Background: an optimization exercise with open tools, aiming at small area. Do not read the settings as production practice. Where RTL was checked, it was by simulation tests only, not by an equivalence proof against the original. The flow treats the clock pin as an ideal source, which a real chip does not have.

==> wip/indigo: inputs <==
// layer_1
module layer_1(
  input clk,
  input reset,
  input in_valid,
  input [7:0] pxl_in,
  output [8:0] pool_out,
  output out_valid
);
clock: 12.0 ns
lec_check: 0
cap_margin: 20
core_margin: 2
core_utilization: 40
cts_cluster_diameter: 100
cts_cluster_size: 30
slew_margin: 20
synth_hierarchical: 1
synth_minimum_keep_size: 0
standard.sh (not shown) runs the stock make flow with config.mk's settings and CLKGATE_MAP_FILE= SYNTH_SCRIPT=/design/flow/synth_recipe.tcl, a recipe that flattens the netlist after the stock synthesis.
==> flow/flow/run.sh <==
#!/bin/bash
# The standard layout, with two changes: clock tree synthesis adds no dummy
# loads, and the port buffers are the smallest buffer.
set -euo pipefail
export CTS_ARGS="-sink_clustering_enable -repair_clock_nets -sink_clustering_size 33 -sink_clustering_max_diameter 100 -dont_use_dummy_load"
export BUFFER_PORTS_ARGS="-buffer_cell sky130_fd_sc_hd__buf_1"
bash ./standard.sh > standard.log 2>&1
==> wip/ember (differences from wip/indigo) <==
==> flow/flow/run.sh (replaced) <==
#!/bin/bash
# The standard layout, with two changes: clock tree synthesis adds no dummy
# loads, and the port buffers are the smallest buffer.
set -euo pipefail
export CTS_ARGS="-sink_clustering_enable -repair_clock_nets -sink_clustering_size 30 -sink_clustering_max_diameter 100 -dont_use_dummy_load"
export BUFFER_PORTS_ARGS="-buffer_cell sky130_fd_sc_hd__buf_1"
bash ./standard.sh > standard.log 2>&1
==> impl_metrics.csv <==
group,metric,value,unit
sta,setup_ws,0.2617,ns
finish,multi_input_area_share,16.27,%
sta,fin_crit_sh,97.82,%
cts,path_clk_slew,0.12,ns
finish,final_cells,3389,
run_status,status,"finished clean",
grt,grt.total_usage,10.72,%
finish,clkbuf_count,47,
worst_setup_path,regToRegSetupSlack,0.82,ns
drt,drt-vias-per-instance,4.560,
worst_setup_path,r2r-start,"ch[1018]",
drt,drtIter0Drc,1248,
[end of results for wip/indigo]
==> impl_metrics.csv <==
group,metric,value,unit
run_status,status,"finished clean",
cts,htreeDepth,2,
worst_setup_path,r2r-start,"ch[1016]",
cts,path_clk_slew,0.10,ns
drt,drt-vias-per-instance,4.558,
sta,setup_viol,0,
worst_setup_path,regToRegSetupSlack,0.80,ns
finish,clkbuf_count,50,
finish,layout_common_cells,"edfxtp_1 (1215), fa_1 (324), ha_1 (64)",
sta,fin_crit_sh,97.70,%
grt,grt.total_usage,10.73,%
drt,drtIter0Drc,1220,
[end of results for wip/ember]
No functional check of the RTL was part of any run of this note.


==> delta <==
Another version of the RTL of layer_1 (not shown whole).
Settings: LEC_CHECK=0, CAP_MARGIN=20, CORE_MARGIN=2, CORE_UTILIZATION=40, SLEW_MARGIN=20; clock period 12.0 ns.
run.sh (not shown) runs the stock make flow with config.mk's settings and CLKGATE_MAP_FILE= SYNTH_SCRIPT=/design/flow/synth_recipe.tcl, a recipe that flattens the netlist after the stock synthesis.
Stock flow here: none of the scripts above is used.
==> amber (differences from delta) <==
--- a/flow/config.mk
+++ b/flow/config.mk
@@ -8,4 +8,6 @@
 export CAP_MARGIN = 20
 export CORE_MARGIN = 2
 export CORE_UTILIZATION = 40
+export CTS_BUF_LIST = sky130_fd_sc_hd__clkbuf_8
+export CTS_CLUSTER_SIZE = 30
 export SLEW_MARGIN = 20
==> flow_metrics.py <==
metrics = {
    "status": {
        "status": "finished clean",
    },
    "clock_network": {
        "cts.clk_slew.worst_paths_ps": 60,
    },
    "global_route": {
        "grt_usage": 0.1742,
    },
    "cells_and_area": {
        "area_growth_pct": 13.17,
    },
}
That was delta.
==> flow_metrics.py <==
metrics = {
    "clock_network": {
        "cts.clk_slew.worst_paths_ps": 70,
    },
    "cells_and_area": {
        "area_growth_pct": 12.70,
        "largest_cell_class": "sequential cells",
    },
    "global_route": {
        "grt_usage": 0.1751,
    },
    "status": {
        "status": "finished clean",
    },
}
That was amber.


==> yarrow <==
layer_1, a different RTL version from the one above (not shown whole).
// layer_1
module layer_1(
  input clk,
  input reset,
  input in_valid,
  input [7:0] pxl_in,
  output [8:0] pool_out,
  output out_valid
);
Settings: LEC_CHECK=0, CAP_MARGIN=20, CORE_MARGIN=2, CORE_UTILIZATION=65, CTS_CLUSTER_DIAMETER=100, CTS_CLUSTER_SIZE=30, PLACE_DENSITY=0.75, SLEW_MARGIN=20, SYNTH_HIERARCHICAL=1, SYNTH_MINIMUM_KEEP_SIZE=0; clock period 12.0 ns.
==> inputs of cedar, as changes to yarrow <==
Settings changed: CORE_UTILIZATION 65 to 40, PLACE_DENSITY 0.75 to unset.
==> notes.md <==
Final WS setup=between 0.8 and 0.9 ns; Core Area=~70000 sq um; Period minus WS final=about 11 ns; status=no timing/DRC/antenna violations; R2R setup slack=roughly 0.8 ns; vias in the first global route=16300
(the above is from yarrow)
==> notes.md <==
status=no timing/DRC/antenna violations; Period minus WS final=11.17 ns; worst reg2reg path startpoint=ch[1017]$_DFFE_PP_; vias in the first global route=16700; Final WS setup=0.829 ns; Core Area=between 100000 and 150000 sq um; R2R setup slack=approximately 0.83 ns; CP arrival=11.73 ns
(the above is from cedar)


==> sierra <==
Another version of the RTL of layer_1 (not shown whole).
export LEC_CHECK = 0
export CAP_MARGIN = 20
export CORE_MARGIN = 2
export CORE_UTILIZATION = 60
export CTS_CLUSTER_DIAMETER = 100
export CTS_CLUSTER_SIZE = 30
export PLACE_DENSITY = 0.7
export SLEW_MARGIN = 20
export SYNTH_HIERARCHICAL = 1
export SYNTH_MINIMUM_KEEP_SIZE = 0
create_clock -name core_clock -period 12.0 [get_ports {clk}]
standard.sh (not shown) runs the stock make flow with config.mk's settings and CLKGATE_MAP_FILE= SYNTH_SCRIPT=/design/flow/synth_recipe.tcl, a recipe that flattens the netlist after the stock synthesis.
==> flow/flow/run.sh <==
#!/bin/bash
# The standard layout, with two changes: clock tree synthesis adds no dummy
# loads, and the port buffers are the smallest buffer.
set -euo pipefail
export CTS_ARGS="-sink_clustering_enable -repair_clock_nets -sink_clustering_size 34 -sink_clustering_max_diameter 100 -dont_use_dummy_load"
export BUFFER_PORTS_ARGS="-buffer_cell sky130_fd_sc_hd__buf_1"
bash ./standard.sh > standard.log 2>&1
==> onyx (differences from sierra) <==
==> flow/flow/run.sh (replaced) <==
#!/bin/bash
# The standard layout, with two changes: clock tree synthesis adds no dummy
# loads, and the port buffers are the smallest buffer.
set -euo pipefail
export CTS_ARGS="-sink_clustering_enable -repair_clock_nets -sink_clustering_size 30 -sink_clustering_max_diameter 100 -dont_use_dummy_load"
export BUFFER_PORTS_ARGS="-buffer_cell sky130_fd_sc_hd__buf_1"
bash ./standard.sh > standard.log 2>&1
Settings changed: CORE_UTILIZATION 60 to 40, GPL_TIMING_DRIVEN set to 0, PLACE_DENSITY 0.7 to unset.
==> juniper (differences from sierra) <==
==> flow/flow/run.sh (replaced) <==
#!/bin/bash
# The standard layout, with two changes: clock tree synthesis adds no dummy
# loads, and the port buffers are the smallest buffer.
set -euo pipefail
export CTS_ARGS="-sink_clustering_enable -repair_clock_nets -sink_clustering_size 30 -sink_clustering_max_diameter 100 -dont_use_dummy_load"
export BUFFER_PORTS_ARGS="-buffer_cell sky130_fd_sc_hd__buf_1"
bash ./standard.sh > standard.log 2>&1
Settings changed: CORE_UTILIZATION 60 to 40, PLACE_DENSITY 0.7 to unset.
==> comparison <==
- Of juniper and onyx, juniper has the higher setup slack (gap 0.031 ns).
- Sequential share of layout area, lowest first: onyx, juniper, sierra.
- The lowest global-route usage belongs to onyx, the highest to sierra.
- In critical path depth, juniper and sierra do not differ.
- The lowest register-to-register slack belongs to onyx, the highest to sierra.
- Against juniper, the via count of sierra is smaller by about 1%.
- Synthesized area is the same in onyx and juniper.
- Maximum frequency, highest first: sierra, juniper, onyx.
- The lowest hold slack belongs to juniper, the highest to onyx.

-- what the ideal ports hide --
Ports are ideal in the flow. The routed layouts listed here were re-timed in OpenROAD. Step 1 (the two cells are an assumption about what drives the block):
set clk [get_ports {clk}]
set_driving_cell -lib_cell sky130_fd_sc_hd__clkbuf_16 $clk
set_driving_cell -lib_cell sky130_fd_sc_hd__buf_2 [delete_from_list [all_inputs] $clk]
Step 2 also shifts input and output timing later by t, the mid clock arrival at the registers, as if the neighbouring blocks saw the same clock. a / b / c = ideal / step 1 / step 2; a / b = the first two.
run	shift t [ns]	slack for setup (ns)	worst hold slack (ns)	pins driven straight from the clock port
wip/indigo	0.667	0.262 / 0.250 / -0.417	0.351 / 0.351 / 0.351	1
wip/ember	0.667	0.276 / 0.270 / -0.397	0.349 / 0.349 / 0.349	1
delta	0.829	1.712 / 1.712 / 1.712	0.324 / 0.324 / 0.324	1
amber	0.959	1.687 / 1.687 / 1.687	0.310 / 0.310 / 0.310	1
yarrow	0.687	0.802 / 0.802 / 0.802	0.337 / 0.337 / 0.337	1
cedar	0.710	0.829 / 0.829 / 0.829	0.336 / 0.336 / 0.336	1
sierra	0.671	0.408 / 0.408 / 0.408	0.339 / 0.339 / 0.339	1
onyx	0.680	0.304 / 0.304 / 0.304	0.344 / 0.344 / 0.344	1
juniper	0.689	0.335 / 0.335 / 0.335	0.332 / 0.332 / 0.332	1
With both steps, setup timing fails in wip/indigo and wip/ember, where it was met with ideal ports. For wip/indigo, which loses most, drivers alone change the setup slack by -0.012 ns; drivers and shift together by -0.679 ns.
